This design comes from an exercise in tuning for small area, a short achievable clock period and few clock cycles on the open sky130 flow, not from production work. Function was checked by simulation only, so behaviour that the tests miss may differ from the original. Power is estimated from default activity; no workload was simulated.

$ cat flow/flow/downsize.tcl
# Before floorplanning: put combinational cells that synthesis sized up back
# at their smallest drive strength; the timing repair that follows sizes up
# the ones on critical paths again.
set db [ord::get_db]
set block [ord::get_db_block]
set n 0
foreach inst [$block getInsts] {
  set name [[$inst getMaster] getName]
  if {![regexp {^(sky130_fd_sc_hd__[a-z0-9]+)_([0-9]+)$} $name -> base size]} { continue }
  if {$size eq "0" || $size eq "1"} { continue }
  if {[regexp {__(df|edf|sdf|dl|clk|conb|tap|fill|decap|diode)} $base]} { continue }
  set small [$db findMaster ${base}_1]
  if {$small eq "NULL"} { set small [$db findMaster ${base}_0] }
  if {$small eq "NULL"} { continue }
  $inst swapMaster $small
  incr n
}
puts "downsize.tcl: $n cells set to their smallest drive strength"
$ cat flow/design.v
`timescale 1ns / 1ps
module ALU(
input [63:0] a, b,
input sub,         
input arith,       
input left,        
input s_add, s_sll, s_slt, s_sltu, s_xor, s_sr, s_or, s_and,
output [63:0] sum,
output carry,      
output eq,         
output [63:0] res
    );
    wire [63:0] p, g;
    adder add(.a(a), .b(b), .sub(sub), .sum(sum), .carry(carry), .p(p), .g(g));
    assign eq = &p;
    wire ltu = ~carry;
    wire gtu = carry & ~eq;
    wire slt = (a[63] ^ b[63]) ? a[63] : (a[63] ? gtu : ltu);
    wire f = arith & a[63];
    wire fn = ~f;
    wire [63:0] t [0:6];
    genvar i, l;
    generate
        for (i = 0; i < 64; i = i + 1) begin: g_rev
            g_mux2i u(.a0(a[i]), .a1(a[63-i]), .s(left), .y(t[0][i]));
        end
        for (l = 1; l < 7; l = l + 1) begin: g_lvl
            localparam integer SH = 1 << (6 - l);
            wire fill = ((l - 1) % 2 == 0) ? fn : f;
            for (i = 0; i < 64; i = i + 1) begin: g_bit
                if (i + SH < 64) begin: g_in
                    g_mux2i u(.a0(t[l-1][i]), .a1(t[l-1][i+SH]), .s(b[6-l]), .y(t[l][i]));
                end else begin: g_fill
                    g_mux2i u(.a0(t[l-1][i]), .a1(fill), .s(b[6-l]), .y(t[l][i]));
                end
            end
        end
    endgenerate
    wire [63:0] sr_n = t[6];
    wire [63:0] sl_n;
    generate
        for (i = 0; i < 64; i = i + 1) begin: g_sl
            assign sl_n[i] = sr_n[63-i];
        end
    endgenerate
    wire sp = s_xor | s_or;
    wire sg = s_and | s_or;
    wire ns_sll = ~s_sll;
    wire ns_sr = ~s_sr;
    wire [63:0] y1;
    generate
        for (i = 0; i < 64; i = i + 1) begin: g_res
            g_aoi222 u1(.a1(s_add), .b1(sum[i]), .a2(sp), .b2(p[i]), .a3(sg), .b3(g[i]), .y(y1[i]));
            if (i > 0) begin: g_hi
                g_o221ai u2(.a1(ns_sll), .a2(sl_n[i]), .b1(ns_sr), .b2(sr_n[i]), .c(y1[i]), .y(res[i]));
            end
        end
    endgenerate
    assign res[0] = ~y1[0] | (s_sll & ~sl_n[0]) | (s_sr & ~sr_n[0])
                  | (s_slt & slt) | (s_sltu & ltu);
endmodule
module adder(
input [63:0] a, b,
input sub,
output [63:0] sum,
output carry,
output [63:0] p, g
    );
    wire [63:0] bx = b ^ {64{sub}};
    assign g = a & bx;
    assign p = a ^ bx;
    wire [63:0] G [0:6];
    wire [63:0] P [0:6];
    assign G[0] = {g[63:1], g[0] | (p[0] & sub)};
    assign P[0] = p;
    genvar l, j;
    generate
        for (l = 0; l < 6; l = l + 1) begin: g_lv
            for (j = 0; j < 64; j = j + 1) begin: g_bit
                if (((j >> l) & 1) == 1) begin: g_op
                    localparam integer k = ((j >> l) << l) - 1;
                    assign G[l+1][j] = G[l][j] | (P[l][j] & G[l][k]);
                    assign P[l+1][j] = P[l][j] & P[l][k];
                end else begin: g_pass
                    assign G[l+1][j] = G[l][j];
                    assign P[l+1][j] = P[l][j];
                end
            end
        end
    endgenerate
    assign sum = p ^ {G[6][62:0], sub};
    assign carry = G[6][63];
endmodule
`timescale 1ns / 1ps
module branch_detection(
input [31:0] w,
input [11:0] pc,
output pt,
output bb,           
output [11:0] tgt,
output bad
    );
    wire w_jal = (w[6:0] == 7'b1101111) & ({w[31], w[19:12], w[20], w[30:21]} != 20'd1);
    wire w_bb = (w[6:0] == 7'b1100011) & w[31];
    assign pt = w_jal | w_bb;
    assign bb = w_bb;
    wire [11:2] off = {w[30:25], w[2] ? w[24:21] : w[11:8]};
    wire [10:0] hi = w[2] ? {w[31], w[31], w[19:12], w[20]} : {{9{w[31]}}, w[31], w[7]};
    wire [11:2] g, p;
    wire [11:2] G1, P1, G2, P2, G3, P3, G4;
    genvar i;
    generate
        for (i = 2; i < 12; i = i + 1) begin: g_pre
            g_and2 ug(.a(pc[i]), .b(off[i]), .y(g[i]));
            g_xor2 up(.a(pc[i]), .b(off[i]), .y(p[i]));
            if (((i - 2) & 1) == 1) begin: l1
                g_ao21 uG(.a(g[i]), .b(p[i]), .c(g[i-1]), .y(G1[i]));
                g_and2 uP(.a(p[i]), .b(p[i-1]), .y(P1[i]));
            end else begin: l1p
                assign G1[i] = g[i];
                assign P1[i] = p[i];
            end
            if (((i - 2) & 2) == 2) begin: l2
                localparam integer k = ((i - 2) & ~3) + 1 + 2;
                g_ao21 uG(.a(G1[i]), .b(P1[i]), .c(G1[k]), .y(G2[i]));
                g_and2 uP(.a(P1[i]), .b(P1[k]), .y(P2[i]));
            end else begin: l2p
                assign G2[i] = G1[i];
                assign P2[i] = P1[i];
            end
            if (((i - 2) & 4) == 4) begin: l3
                localparam integer k = ((i - 2) & ~7) + 3 + 2;
                g_ao21 uG(.a(G2[i]), .b(P2[i]), .c(G2[k]), .y(G3[i]));
                g_and2 uP(.a(P2[i]), .b(P2[k]), .y(P3[i]));
            end else begin: l3p
                assign G3[i] = G2[i];
                assign P3[i] = P2[i];
            end
            if (((i - 2) & 8) == 8) begin: l4
                g_ao21 uG(.a(G3[i]), .b(P3[i]), .c(G3[9]), .y(G4[i]));
            end else begin: l4p
                assign G4[i] = G3[i];
            end
        end
    endgenerate
    wire [11:3] s;
    generate
        for (i = 3; i < 12; i = i + 1) begin: g_sum
            g_xor2 us(.a(p[i]), .b(G4[i-1]), .y(s[i]));
        end
    endgenerate
    assign tgt = {s, p[2], pc[1:0]};
    wire c12 = G4[11];
    assign bad = c12 ? (hi != 11'h7ff) : (hi != 11'd0);
endmodule
`timescale 1ns / 1ps
module control_unit(
input [31:0] w,
output [31:0] rs1_oh, rs2_oh,    
output c_op, c_opi, c_ld, c_st, c_br, c_jal, c_jalr,
output c_use1, c_use2, c_wr, c_ldw,
output c_sub, c_arith, c_left,
output s_add, s_sll, s_slt, s_sltu, s_xor, s_sr, s_or, s_and, s_link,
output b_rs2, b_immi, b_imms,
output t_eq, t_ne, t_lt, t_ge, t_ltu, t_geu, c_pt
    );
    wire [6:0] op = w[6:0];
    wire [2:0] f3 = w[14:12];
    wire [4:0] rs1 = w[19:15];
    wire [4:0] rs2 = w[24:20];
    wire rdnz = (w[11:7] != 5'd0);
    wire alt = w[30];
    genvar i;
    generate
        for (i = 0; i < 32; i = i + 1) begin: g_oh
            assign rs1_oh[i] = (rs1 == i);
            assign rs2_oh[i] = (rs2 == i);
        end
    endgenerate
    assign c_op   = (op == 7'b0110011);
    assign c_opi  = (op == 7'b0010011);
    assign c_ld   = (op == 7'b0000011);
    assign c_st   = (op == 7'b0100011);
    assign c_br   = (op == 7'b1100011);
    assign c_jal  = (op == 7'b1101111);
    assign c_jalr = (op == 7'b1100111);
    wire alu = c_op | c_opi;
    wire ft_b = ({w[31], w[7], w[30:25], w[11:8]} == 12'd1);
    wire ft_j = ({w[31], w[19:12], w[20], w[30:21]} == 20'd1);
    wire brt = c_br & ~ft_b;
    assign c_use1 = c_op | c_opi | c_ld | c_st | c_br | c_jalr;
    assign c_use2 = c_op | c_st | c_br;
    assign c_wr = (alu | c_jal | c_jalr) & rdnz;
    assign c_ldw = c_ld & rdnz;
    assign c_sub = c_br | (alu & (f3 == 3'b010 || f3 == 3'b011)) | (c_op & f3 == 3'b000 & alt);
    assign c_arith = alt & (f3 == 3'b101);
    assign c_left = (f3 == 3'b001);
    assign s_add = alu & (f3 == 3'b000);
    assign s_sll = alu & (f3 == 3'b001);
    assign s_slt = alu & (f3 == 3'b010);
    assign s_sltu = alu & (f3 == 3'b011);
    assign s_xor = alu & (f3 == 3'b100);
    assign s_sr = alu & (f3 == 3'b101);
    assign s_or = alu & (f3 == 3'b110);
    assign s_and = alu & (f3 == 3'b111);
    assign s_link = c_jal | c_jalr;
    assign b_rs2 = c_op | c_br;
    assign b_immi = c_opi | c_ld | c_jalr;
    assign b_imms = c_st;
    assign t_eq = brt & (f3 == 3'b000);
    assign t_ne = brt & (f3 == 3'b001);
    assign t_lt = brt & (f3 == 3'b100);
    assign t_ge = brt & (f3 == 3'b101);
    assign t_ltu = brt & (f3 == 3'b110);
    assign t_geu = brt & (f3 == 3'b111);
    assign c_pt = (c_jal & ~ft_j) | (c_br & w[31]);
endmodule
`timescale 1ns / 1ps
module rdbit(
input [31:1] sel,
input [31:1] d,
input sl, l,
input e,
output o
    );
    wire [10:0] x;
    genvar k;
    generate
        for (k = 0; k < 10; k = k + 1) begin: g_x
            g_aoi222 u(.a1(sel[3*k+1]), .b1(d[3*k+1]), .a2(sel[3*k+2]), .b2(d[3*k+2]),
                       .a3(sel[3*k+3]), .b3(d[3*k+3]), .y(x[k]));
        end
    endgenerate
    g_aoi22 u10(.a1(sel[31]), .b1(d[31]), .a2(sl), .b2(l), .y(x[10]));
    wire y0, y1, y2;
    g_nand4 n0(.a(x[0]), .b(x[1]), .c(x[2]), .d(x[3]), .y(y0));
    g_nand4 n1(.a(x[4]), .b(x[5]), .c(x[6]), .d(x[7]), .y(y1));
    g_nand3 n2(.a(x[8]), .b(x[9]), .c(x[10]), .y(y2));
    g_or4 n3(.a(y0), .b(y1), .c(y2), .d(e), .y(o));
endmodule
module rdbit_ne(
input [31:1] sel,
input [31:1] d,
input sl, l,
output o
    );
    wire [10:0] x;
    genvar k;
    generate
        for (k = 0; k < 10; k = k + 1) begin: g_x
            g_aoi222 u(.a1(sel[3*k+1]), .b1(d[3*k+1]), .a2(sel[3*k+2]), .b2(d[3*k+2]),
                       .a3(sel[3*k+3]), .b3(d[3*k+3]), .y(x[k]));
        end
    endgenerate
    g_aoi22 u10(.a1(sel[31]), .b1(d[31]), .a2(sl), .b2(l), .y(x[10]));
    wire y0, y1, y2;
    g_nand4 n0(.a(x[0]), .b(x[1]), .c(x[2]), .d(x[3]), .y(y0));
    g_nand4 n1(.a(x[4]), .b(x[5]), .c(x[6]), .d(x[7]), .y(y1));
    g_nand3 n2(.a(x[8]), .b(x[9]), .c(x[10]), .y(y2));
    g_or3 n3(.a(y0), .b(y1), .c(y2), .y(o));
endmodule
module rdmux #(parameter [63:0] EMASK = {64{1'b1}}) (
input [31:1] sel,
input [64*31-1:0] d,
input sl,
input [63:0] l,
input [63:0] e,
output [63:0] o
    );
    genvar b, k;
    generate
        for (b = 0; b < 64; b = b + 1) begin: g_bit
            wire [31:1] db;
            for (k = 1; k < 32; k = k + 1) begin: g_reg
                assign db[k] = d[64*(k-1) + b];
            end
            if (EMASK[b]) begin: g_e
                rdbit u(.sel(sel), .d(db), .sl(sl), .l(l[b]), .e(e[b]), .o(o[b]));
            end else begin: g_ne
                rdbit_ne u(.sel(sel), .d(db), .sl(sl), .l(l[b]), .o(o[b]));
            end
        end
    endgenerate
endmodule
`timescale 1ns / 1ps
module g_aoi222(input a1, b1, a2, b2, a3, b3, output y);
    assign y = ~((a1 & b1) | (a2 & b2) | (a3 & b3));
endmodule
module g_aoi22(input a1, b1, a2, b2, output y);
    assign y = ~((a1 & b1) | (a2 & b2));
endmodule
module g_nand4(input a, b, c, d, output y);
    assign y = ~(a & b & c & d);
endmodule
module g_nand2(input a, b, output y);
    assign y = ~(a & b);
endmodule
module g_and3(input a, b, c, output y);
    assign y = a & b & c;
endmodule
module g_nand3(input a, b, c, output y);
    assign y = ~(a & b & c);
endmodule
module g_or3(input a, b, c, output y);
    assign y = a | b | c;
endmodule
module g_mux2i(input a0, a1, s, output y);
    assign y = ~(s ? a1 : a0);
endmodule
module g_o221ai(input a1, a2, b1, b2, c, output y);
    assign y = ~((a1 | a2) & (b1 | b2) & c);
endmodule
module g_or4(input a, b, c, d, output y);
    assign y = a | b | c | d;
endmodule
module g_xor2(input a, b, output y);
    assign y = a ^ b;
endmodule
module g_and2(input a, b, output y);
    assign y = a & b;
endmodule
module g_ao21(input a, b, c, output y);
    assign y = a | (b & c);
endmodule
module g_ao22(input a1, b1, a2, b2, output y);
    assign y = (a1 & b1) | (a2 & b2);
endmodule
module g_mux2(input a0, a1, s, output y);
    assign y = s ? a1 : a0;
endmodule
module g_pcnext(input a1, b1, h1, c1, a0, fj, b0, h0, c0, tb1, tb0, s, pt, bt, sq, tk,
                output d);
    wire x1n, y1n, t1n, x0n, y0n, z0n, t0n;
    g_aoi22 ux1(.a1(b1), .b1(pt), .a2(h1), .b2(bt), .y(x1n));
    g_aoi22 uy1(.a1(a1), .b1(tb1), .a2(c1), .b2(sq), .y(y1n));
    g_and2 u1(.a(x1n), .b(y1n), .y(t1n));
    g_aoi22 ux0(.a1(b0), .b1(pt), .a2(h0), .b2(bt), .y(x0n));
    g_aoi22 uy0(.a1(a0), .b1(tb0), .a2(fj), .b2(s), .y(y0n));
    g_nand2 uz0(.a(c0), .b(sq), .y(z0n));
    g_and3 u0(.a(x0n), .b(y0n), .c(z0n), .y(t0n));
    g_mux2i um(.a0(t0n), .a1(t1n), .s(tk), .y(d));
endmodule
module g_pcnext_hi(input a1, n1, a0, fj, n0, tb1, tb0, s, sq, tk, output d);
    wire t1n, t0n;
    g_aoi22 u1(.a1(a1), .b1(tb1), .a2(n1), .b2(sq), .y(t1n));
    g_aoi222 u0(.a1(a0), .b1(tb0), .a2(fj), .b2(s), .a3(n0), .b3(sq), .y(t0n));
    g_mux2i um(.a0(t0n), .a1(t1n), .s(tk), .y(d));
endmodule
`timescale 1ns / 1ps
module CPU_top(
input clk, rstn,
output imem_en,
output [63:0] imem_addr,
input [31:0] imem_rdata,
output dmem_re, dmem_we,
output [63:0] dmem_addr, dmem_wdata,
input [63:0] dmem_rdata
    );
    wire rst = ~rstn;
    reg [63:0] pcf;           
    reg        en;            
    reg        rv;            
    reg [11:0] rpc;           
    reg [31:0] ir;            
    reg [11:0] irpc;
    reg        irv;
    reg        stl;           
    reg        mv, wv;        
    reg [4:0]  mrd, wrd;
    reg        ldrv;          
    reg [4:0]  ldrrd;
    reg [63:0] ldr;
    reg        dwe, dre;
    reg [11:3] daddr;         
    reg [63:0] dwdata;
    reg [64*31-1:0] rf;       
    reg [31:1] rfv;           
    reg c_op, c_opi, c_ld, c_st, c_br, c_jal, c_jalr;
    reg c_use1, c_use2, c_wr, c_ldw;
    reg c_sub, c_arith, c_left;
    reg s_add, s_sll, s_slt, s_sltu, s_xor, s_sr, s_or, s_and, s_link;
    reg b_rs2, b_immi, b_imms;
    reg t_eq, t_ne, t_lt, t_ge, t_ltu, t_geu, c_pt;
    reg [31:1] sel1, sel2;    
    reg sl1, sl2;             
    reg x2a, x2b;             
    assign imem_en = en;
    assign imem_addr = pcf;
    assign dmem_we = dwe;
    assign dmem_re = dre;
    assign dmem_addr = {52'd0, daddr, 3'b000};
    assign dmem_wdata = dwdata;
    wire [4:0] rs1 = ir[19:15];
    wire [4:0] rs2 = ir[24:20];
    wire [4:0] rd  = ir[11:7];
    wire fire = irv & ~stl;
    wire wdx = fire & c_wr;
    wire [63:0] p1, p2;
    wire [63:0] imm_i = {{52{ir[31]}}, ir[31:20]};
    wire [63:0] imm_s = {{52{ir[31]}}, ir[31:25], ir[11:7]};
    wire [63:0] e1 = {52'd0, x2a, 11'd0};
    wire [63:0] e2 = ({64{b_immi}} & imm_i) | {52'd0, x2b, 11'd0};
    rdmux #(.EMASK(64'h800)) rd1(.sel(sel1), .d(rf), .sl(sl1), .l(ldr), .e(e1), .o(p1));
    rdmux rd2(.sel(sel2), .d(rf), .sl(sl2), .l(ldr), .e(e2), .o(p2));
    wire [63:0] va = p1;
    wire [63:0] vb = p2;
    wire [11:0] aoff = c_st ? imm_s[11:0] : imm_i[11:0];
    wire [11:0] asum = va[11:0] + aoff;
    wire [63:0] sum, alu_res;
    wire carry, eq;
    ALU ALU(
    .a(va), .b(vb),
    .sub(c_sub), .arith(c_arith), .left(c_left),
    .s_add(s_add), .s_sll(s_sll), .s_slt(s_slt), .s_sltu(s_sltu),
    .s_xor(s_xor), .s_sr(s_sr), .s_or(s_or), .s_and(s_and),
    .sum(sum), .carry(carry), .eq(eq), .res(alu_res)
    );
    wire [12:0] link = {1'b0, irpc} + 13'd4;
    wire taken = (t_eq & eq) | (t_ne & ~eq) | (t_lt & sum[63]) | (t_ge & ~sum[63])
               | (t_ltu & ~carry) | (t_geu & carry);
    wire [22:0] off_b = {{9{ir[31]}}, ir[31], ir[7], ir[30:25], ir[11:8], 2'b00};
    wire [22:0] off_j = {ir[31], ir[31], ir[19:12], ir[20], ir[30:21], 2'b00};
    wire [23:0] tbr = {12'd0, irpc} + (c_jal ? {off_j[22], off_j} : {off_b[22], off_b});
    wire [63:0] tgt_br = {{40{tbr[23]}}, tbr};
    wire c_bad;
    branch_detection dxbad(.w(ir), .pc(irpc), .pt(), .bb(), .tgt(), .bad(c_bad));
    wire fbr = fire & c_br;
    wire fjr = fire & c_jalr;
    wire jbad = fire & c_jal & c_pt & c_bad;
    wire redir = fjr | (fbr & (taken ? (~c_pt | c_bad) : c_pt)) | jbad;
    wire pt;
    wire [11:0] ptgt;
    wire pbb;
    branch_detection predict(.w(imem_rdata), .pc(rpc), .pt(pt), .bb(pbb), .tgt(ptgt), .bad());
    reg        btbv, rvb;
    reg [11:0] btbtag, btbtgt;
    wire hit = btbv & en & (pcf[11:0] == btbtag) & (pcf[63:12] == 52'd0);
    wire irfree = ~irv | fire;
    wire take = rv & irfree;              
    wire pred = take & pt & ~rvb;
    wire [63:0] pcf_seq = en ? pcf + 64'd4 : pcf;
    wire a1 = fbr & (~c_pt | c_bad);       
    wire a0 = (fbr & c_pt) | jbad;         
    wire [63:0] tb0 = c_jal ? tgt_br : {51'd0, link};
    wire b1 = ~a1 & pred;
    wire h1 = ~a1 & ~pred & hit;
    wire c1 = ~a1 & ~pred & ~hit;
    wire b0 = ~a0 & ~fjr & pred;
    wire h0 = ~a0 & ~fjr & ~pred & hit;
    wire c0 = ~a0 & ~fjr & ~pred & ~hit;
    wire [63:0] pcf_d;
    genvar pb;
    generate
        for (pb = 0; pb < 13; pb = pb + 1) begin: g_pc
            g_pcnext u(.a1(a1), .b1(b1), .h1(h1), .c1(c1),
                       .a0(a0), .fj(fjr), .b0(b0), .h0(h0), .c0(c0),
                       .tb1(tgt_br[pb]), .tb0(tb0[pb]), .s(sum[pb]),
                       .pt(pb < 12 ? ptgt[pb % 12] : 1'b0), .bt(pb < 12 ? btbtgt[pb % 12] : 1'b0),
                       .sq(pcf_seq[pb]), .tk(taken), .d(pcf_d[pb]));
        end
        for (pb = 13; pb < 64; pb = pb + 1) begin: g_pch
            g_pcnext_hi u(.a1(a1), .n1(~a1), .a0(a0), .fj(fjr), .n0(~a0 & ~fjr),
                          .tb1(tgt_br[pb]), .tb0(tb0[pb]), .s(sum[pb]), .sq(pcf_seq[pb]),
                          .tk(taken), .d(pcf_d[pb]));
        end
    endgenerate
    always @(posedge clk or negedge rstn) begin
        if (!rstn) pcf <= 64'd0;
        else pcf <= pcf_d;
    end
    always @(posedge clk) begin
        if (rst) begin
            btbv <= 1'b0;
            rvb <= 1'b0;
            en <= 1'b1;
            rv <= 1'b0;
            irv <= 1'b0;
            stl <= 1'b0;
        end else begin
            en <= ~stl_n;
            stl <= stl_n;
            rv <= ~redir & ~pred & (en | (rv & ~take));
            if (en) rvb <= hit;
            if (fbr & c_pt) begin
                btbv <= 1'b1;
                btbtag <= irpc;
                btbtgt <= tbr[11:0];
            end
            if (redir) irv <= 1'b0;
            else if (irfree) irv <= rv;
        end
    end
    always @(posedge clk) begin
        if (en) rpc <= pcf[11:0];
        if (irfree) begin
            ir <= imem_rdata;
            irpc <= rpc;
        end
    end
    wire wl = ldrv & ~wdx;
    wire [63:0] wd = wdx ? (alu_res | {51'd0, {13{s_link}} & link}) : ldr;
    wire kill_m = wdx & (mrd == rd);
    wire kill_w = wdx & (wrd == rd);
    wire kill_l = wdx & (ldrrd == rd);
    wire ldnew = wv & ~kill_w;
    wire ldrv_n = ldnew | (ldrv & ~(wl | kill_l));
    wire [4:0] ldrrd_n = ldnew ? wrd : ldrrd;
    wire [31:1] wdec;
    wire [31:1] rfv_n;
    genvar gi;
    generate
        for (gi = 1; gi < 32; gi = gi + 1) begin: g_rf
            assign wdec[gi] = (wdx & (rd == gi)) | (wl & (ldrrd == gi));
            assign rfv_n[gi] = rfv[gi] | wdec[gi];
            always @(posedge clk)
                if (wdec[gi]) rf[64*(gi-1) +: 64] <= wd;
        end
    endgenerate
    always @(posedge clk) begin
        if (rst) begin
            rfv <= 31'd0;
            dwe <= 1'b0;
            dre <= 1'b0;
            mv <= 1'b0;
            wv <= 1'b0;
            ldrv <= 1'b0;
        end else begin
            rfv <= rfv_n;
            dwe <= fire & c_st;
            dre <= fire & c_ld;
            mv <= fire & c_ldw;
            wv <= mv & ~kill_m;
            ldrv <= ldrv_n;
        end
    end
    always @(posedge clk) begin
        daddr <= asum[11:3];
        dwdata <= vb;
        mrd <= rd;
        wrd <= mrd;
        if (ldnew) ldr <= dmem_rdata;
        ldrrd <= ldrrd_n;
    end
    wire take_rd = irfree;
    wire [31:0] hold = ir;
    wire [31:0] r1_r, r2_r, r1_h, r2_h;
    wire [32:0] k_r, k_h;
    control_unit dec_r(
    .w(imem_rdata), .rs1_oh(r1_r), .rs2_oh(r2_r),
    .c_op(k_r[0]), .c_opi(k_r[1]), .c_ld(k_r[2]), .c_st(k_r[3]), .c_br(k_r[4]),
    .c_jal(k_r[5]), .c_jalr(k_r[6]), .c_use1(k_r[7]), .c_use2(k_r[8]), .c_wr(k_r[9]),
    .c_ldw(k_r[10]), .c_sub(k_r[11]), .c_arith(k_r[12]), .c_left(k_r[13]),
    .s_add(k_r[14]), .s_sll(k_r[15]), .s_slt(k_r[16]), .s_sltu(k_r[17]), .s_xor(k_r[18]),
    .s_sr(k_r[19]), .s_or(k_r[20]), .s_and(k_r[21]), .s_link(k_r[22]),
    .b_rs2(k_r[23]), .b_immi(k_r[24]), .b_imms(k_r[25]),
    .t_eq(k_r[26]), .t_ne(k_r[27]), .t_lt(k_r[28]), .t_ge(k_r[29]),
    .t_ltu(k_r[30]), .t_geu(k_r[31]), .c_pt(k_r[32])
    );
    control_unit dec_h(
    .w(hold), .rs1_oh(r1_h), .rs2_oh(r2_h),
    .c_op(k_h[0]), .c_opi(k_h[1]), .c_ld(k_h[2]), .c_st(k_h[3]), .c_br(k_h[4]),
    .c_jal(k_h[5]), .c_jalr(k_h[6]), .c_use1(k_h[7]), .c_use2(k_h[8]), .c_wr(k_h[9]),
    .c_ldw(k_h[10]), .c_sub(k_h[11]), .c_arith(k_h[12]), .c_left(k_h[13]),
    .s_add(k_h[14]), .s_sll(k_h[15]), .s_slt(k_h[16]), .s_sltu(k_h[17]), .s_xor(k_h[18]),
    .s_sr(k_h[19]), .s_or(k_h[20]), .s_and(k_h[21]), .s_link(k_h[22]),
    .b_rs2(k_h[23]), .b_immi(k_h[24]), .b_imms(k_h[25]),
    .t_eq(k_h[26]), .t_ne(k_h[27]), .t_lt(k_h[28]), .t_ge(k_h[29]),
    .t_ltu(k_h[30]), .t_geu(k_h[31]), .c_pt(k_h[32])
    );
    wire [32:0] k_n = take_rd ? k_r : k_h;
    wire [31:0] r1_n = take_rd ? r1_r : r1_h;
    wire [31:0] r2_n = take_rd ? r2_r : r2_h;
    wire [31:0] onldr;
    generate
        for (gi = 0; gi < 32; gi = gi + 1) begin: g_src
            assign onldr[gi] = ldrv_n & (ldrrd_n == gi);
        end
    endgenerate
    wire [31:1] rfok_n = rfv_n & ~onldr[31:1];
    wire g2_n = k_n[0] | k_n[4] | k_n[3];     
    always @(posedge clk) begin
        {c_pt, t_geu, t_ltu, t_ge, t_lt, t_ne, t_eq, b_imms, b_immi, b_rs2, s_link, s_and, s_or, s_sr,
         s_xor, s_sltu, s_slt, s_sll, s_add, c_left, c_arith, c_sub, c_ldw, c_wr,
         c_use2, c_use1, c_jalr, c_jal, c_br, c_st, c_ld, c_opi, c_op} <= k_n;
        sel1 <= r1_n[31:1] & rfok_n;
        sel2 <= r2_n[31:1] & rfok_n & {31{g2_n}};
        sl1 <= |(r1_n & onldr);
        sl2 <= |(r2_n & onldr) & g2_n;
        x2a <= r1_n[2] & ~rfv_n[2] & ~onldr[2];
        x2b <= r2_n[2] & ~rfv_n[2] & ~onldr[2] & g2_n;
    end
    wire [31:0] ir_n = take_rd ? imem_rdata : ir;
    wire [4:0] rs1_n = ir_n[19:15];
    wire [4:0] rs2_n = ir_n[24:20];
    wire [4:0] rd_n = ir_n[11:7];
    wire irv_n = irfree ? rv : irv;
    wire mv_n = fire & c_ldw;
    wire [4:0] mrd_n = rd;
    wire wv_n = mv & ~kill_m;
    wire [4:0] wrd_n = mrd;
    wire haz1_n = k_n[7] & ((mv_n & (mrd_n == rs1_n)) | (wv_n & (wrd_n == rs1_n)));
    wire haz2_n = k_n[8] & ((mv_n & (mrd_n == rs2_n)) | (wv_n & (wrd_n == rs2_n)));
    wire hazw_n = k_n[9] & wv_n & ldrv_n & (wrd_n != rd_n) & (ldrrd_n != rd_n) & (ldrrd_n != wrd_n);
    wire stl_n = irv_n & (haz1_n | haz2_n | hazw_n);
endmodule
$ cat flow/config.mk
export PLATFORM = sky130hd
export DESIGN_NAME = CPU_top
export DESIGN_NICKNAME = CPU_top
export VERILOG_FILES = /design/flow/design.v
export SDC_FILE = /design/flow/constraint.sdc
export NUM_CORES = 8
export LEC_CHECK = 0
export CAP_MARGIN = 30
export CORE_MARGIN = 2
export CORE_UTILIZATION = 55
export SLEW_MARGIN = 30
export SYNTH_HIERARCHICAL = 1
$ cat flow/standard.sh
#!/bin/bash
# synth_recipe.tcl (not shown) runs the flow's synth.tcl, then flattens the netlist and writes it again
# the make line also repeats each setting of config.mk as NAME=value (left out here)
make -C /OpenROAD-flow-scripts/flow DESIGN_CONFIG=/design/flow/config.mk WORK_HOME=/design/flow/orfs CLKGATE_MAP_FILE= SYNTH_SCRIPT=/design/flow/synth_recipe.tcl "${@:-finish}"
$ cat flow/constraint.sdc
create_clock -name core_clock -period 27.0 [get_ports {clk}]
set_input_delay 5.4000 -clock core_clock [delete_from_list [all_inputs] [get_ports {clk}]]
set_output_delay 5.4000 -clock core_clock [all_outputs]
set_load 0.01 [all_outputs]
$ cat flow/flow/run.sh
#!/bin/bash
# The standard ORFS layout (standard.sh) with these changes:
#  - before floorplanning, combinational cells synthesis sized up go back to
#    their smallest size (flow/downsize.tcl); the timing repair sizes up those
#    on critical paths again;
#  - the timing repair steps aim at more setup slack than zero, so that they
#    work on the paths that set the achieved period (SDC, clock period and I/O
#    constraints stay the standard flow's);
#  - ports are buffered with buf_4 rather than the delay cell buffer_ports
#    picks on its own;
#  - CTS clusters somewhat more sinks per leaf buffer and adds no dummy loads.
set -euo pipefail
here=$(pwd)
bash standard.sh \
  "PRE_FLOORPLAN_TCL=$here/flow/downsize.tcl" \
  SETUP_SLACK_MARGIN=20.35 \
  "BUFFER_PORTS_ARGS=-buffer_cell sky130_fd_sc_hd__buf_4" \
  "CTS_ARGS=-sink_clustering_enable -repair_clock_nets -dont_use_dummy_load -sink_clustering_size 25 -sink_clustering_max_diameter 80" \
  finish > standard.log 2>&1
==> results_dict.tcl <==
set metrics [dict create \
    status "finished clean" \
    routabilityCongestion 1.15 \
    vias 95100 \
    antenna_found_initial 86 \
    hold_buffers 0 \
    dp_hpwl_um 345000 \
    yosys_warnings 9 \
    wl_per_cell_um 50.3 \
    grt_pass1_vias 85600 \
    setup_viol 0 \
    endpoint_kind "flop" \
    maxCapViolations 0 \
    fin_total_pwr_uw 6590 \
    seq_area_um2 70200 \
    worstPathArrival_ps 8050 \
    setup-tns-final_ps 0 \
    die_x_um 448 \
    critPathKind "flop to flop" \
    dpl_cell_area_um2 116000 \
    cts_buffers 133 \
    cp_max_fo 9 \
    rsz0062_at_grt "yes" \
    critical_path_required_ps 27750 \
    syn-cell-area_um2 108000 \
    min_period_over_period 0.270 \
    multi_input_area_um2 40500 \
    dr.pass1.iters 17 \
    critical_path_buf_inv_count 2 \
    hold_viol 0 \
    cts-root-buf "clkbuf_16" \
    final_net_count 8461 \
    min_period_ps 7290 \
    n_fill_cell 14500 \
    placedCellCount 10500 \
    clk_latency_ps 880 \
    leakagePower_uw 0.0413 \
    relSlewSlack 0.194 \
    worst_slack_ps 19710 \
    fp-row-count 162 \
    path_delay_family "simple AND/OR/NAND/NOR gates" \
    detail_route.iter0.violations 29100 \
    worstPathCellList "buf_4 > a222oi_1 > nand4_1 > or4_4 > xor2_1 > ha_1 > buf_4 > nand4_1 > nor4_1 > and4_1 > mux2i_2 > nand3_4 > mux2_4 > a221o_1 > nand2_2 > nand2_2 > nor3b_2" \
    die_y_um 448 \
    clock-sinks 2413 \
    fmax_ghz 0.137 \
    ant_nets 0 \
    hp-class "flop to flop" \
    slowest_stage "nor4_1" \
    worstRegToRegCells 17 \
    clkSlewWorstSetupHoldPaths_ps 90 \
    path_depth 17 \
    design.core.area_um2 195000 \
    cp-start-kind "flop" \
    htree_levels 4 \
    drc 0 \
    io_buffers 237 \
    gr-total-overflow 0 \
    grt_max_degree 67 \
    syn_inst 7481 \
    vdd_ir_drop_max_v 0.0000730 \
    cts_tree "yes" \
    final.setup_skew_ps 113 \
    fin_area_um2 125000 \
    initial_core_util 0.555 \
    avgSynthCellArea_um2 14.5 \
    min_path_cells 1 \
    grt_pass1_wl_um 719000 \
    routed_wl_um 551000 \
    place_ws_ps 18190 \
    instances_no_fill 11000 \
    track_usage 0.526 \
    io_pins 293 \
    worstMarginPinSlew_ps 1200 \
    layout-drive-gt1-share 0.178 \
    clockBufferDepth 3 \
    max_stage_delay_ps 930 \
    avgViaCountPerCell 8.68 \
    area_growth_pct 15.7 \
    die_area_um2 201000 \
    power_density_nw_per_um2 52.5 \
    maxSlewViolCount 0 \
]
repair_timing:
action | 4_1_cts | 5_1_grt
buffers inserted | 171 | 81
setup endpoints to repair | 1841 | 1741
gates cloned | 11 | 8
gates resized for setup | 560 | 201
pin swaps | 101 | 111
registers in the layout, summed over array words and instances, names as in the netlist, 9 cells and up:
name,count
rf,1984
ir,32
rpc,12
ldr,64
btbtag,10
daddr,9
pcf,64
sel2,31
rfv,31
sel1,31
irpc,12
dwdata,64
btbtgt,12
per-layer routing:
metal / part of all wire / GRT usage / vias to the layer above / routed length [um]
met5: 0.0023 / 0.0156 / - / 1260
met1: 0.31 / 0.621 / 46200 / 171000
met3: 0.19 / 0.288 / 2797 / 105000
met4: 0.10 / 0.381 / 68 / 56600
li1: - / - / 35000 / -
met2: 0.39 / 0.720 / 11000 / 217000
path summary, 6_finish.rpt:
path	start	to	slack, ps
setup / recovery	sel2[9]$_DFF_P_	rv$_SDFF_PN0_	19710
min in group asynchronous	rstn	pcf[38]$_DFF_PN0_	4600
hold reg to reg	c_ld$_DFF_P_	dre$_SDFF_PN0_	460
setup reg to reg	sel2[9]$_DFF_P_	rv$_SDFF_PN0_	19710
hold / removal	c_ld$_DFF_P_	dre$_SDFF_PN0_	460
max in group asynchronous	rstn	pcf[16]$_DFF_PN0_	21060
through the flow:
step	hold WS [ps]	util
3_5_place_dp	453	0.595
5_1_grt	483	0.641
2_1_floorplan	329	-
3_3_place_gp	445	0.594
4_1_cts	464	0.632
6_report	464	0.642
layout make-up:
class | instances | share of cell area
Sequential cell | 2413 | 0.560
Clock buffer | 133 | 0.0265
Antenna cell | 58 | 0.00116
Inverter | 84 | 0.00268
Timing Repair inverter | 1 | 0.0000599
Multi-Input combinational cell | 4885 | 0.323
Tap cell | 2624 | 0.0262
Timing Repair Buffer | 752 | 0.0603
cell usage in the layout, fill, tap and decap left out, types with 59 or more instances in the layout:
master and instances:
inv_1 74, nand2_1 288, clkbuf_16 138, edfxtp_1 2111, xnor2_1 123, nand4_1 308, nand3_1 192, xor2_1 161
nor2_1 366, a222oi_1 1395, mux2i_1 581, dfxtp_1 99, and2_1 68, conb_1 59, ha_1 70, a21oi_1 63
a22oi_1 211, dfxtp_4 89, or3_1 65, buf_4 470, buf_6 186
report_power, final:
part | total, uW | leakage, uW | internal, uW | switching (uW)
clock | 2080 | 0.00164 | 878 | 1200
combinational | 428 | 0.0178 | 160 | 267
sequential | 4080 | 0.0218 | 4030 | 52.9
total | 6590 | 0.0413 | 5070 | 1520
Testbench counts, summed over its fixed seeds: cycles 36,776.

==> what the ideal ports hide <==
In the flow no input, the clock included, has a driving cell. The finished layout below was timed again as built, in two steps.
Step 1, drivers: a clkbuf_16 drives clk and a buf_2 each remaining input, both assumed.
Step 2, shift: input delay + t, output delay - t, t = (earliest + latest rising clock arrival at the registers) / 2. This alone moves slack from input paths to output paths.
Slacks: ideal ports / drivers / drivers and shift; pairs: ideal ports / drivers.
t, ns: 0.918
setup slack, ns: 19.705 / 19.705 / 19.287
slew at the worst register clock pin (ns): 0.10 / 0.10
After both steps setup and hold are still met in this run. For this run, drivers alone change the setup slack by 0.000 ns; drivers and shift together by -0.418 ns.
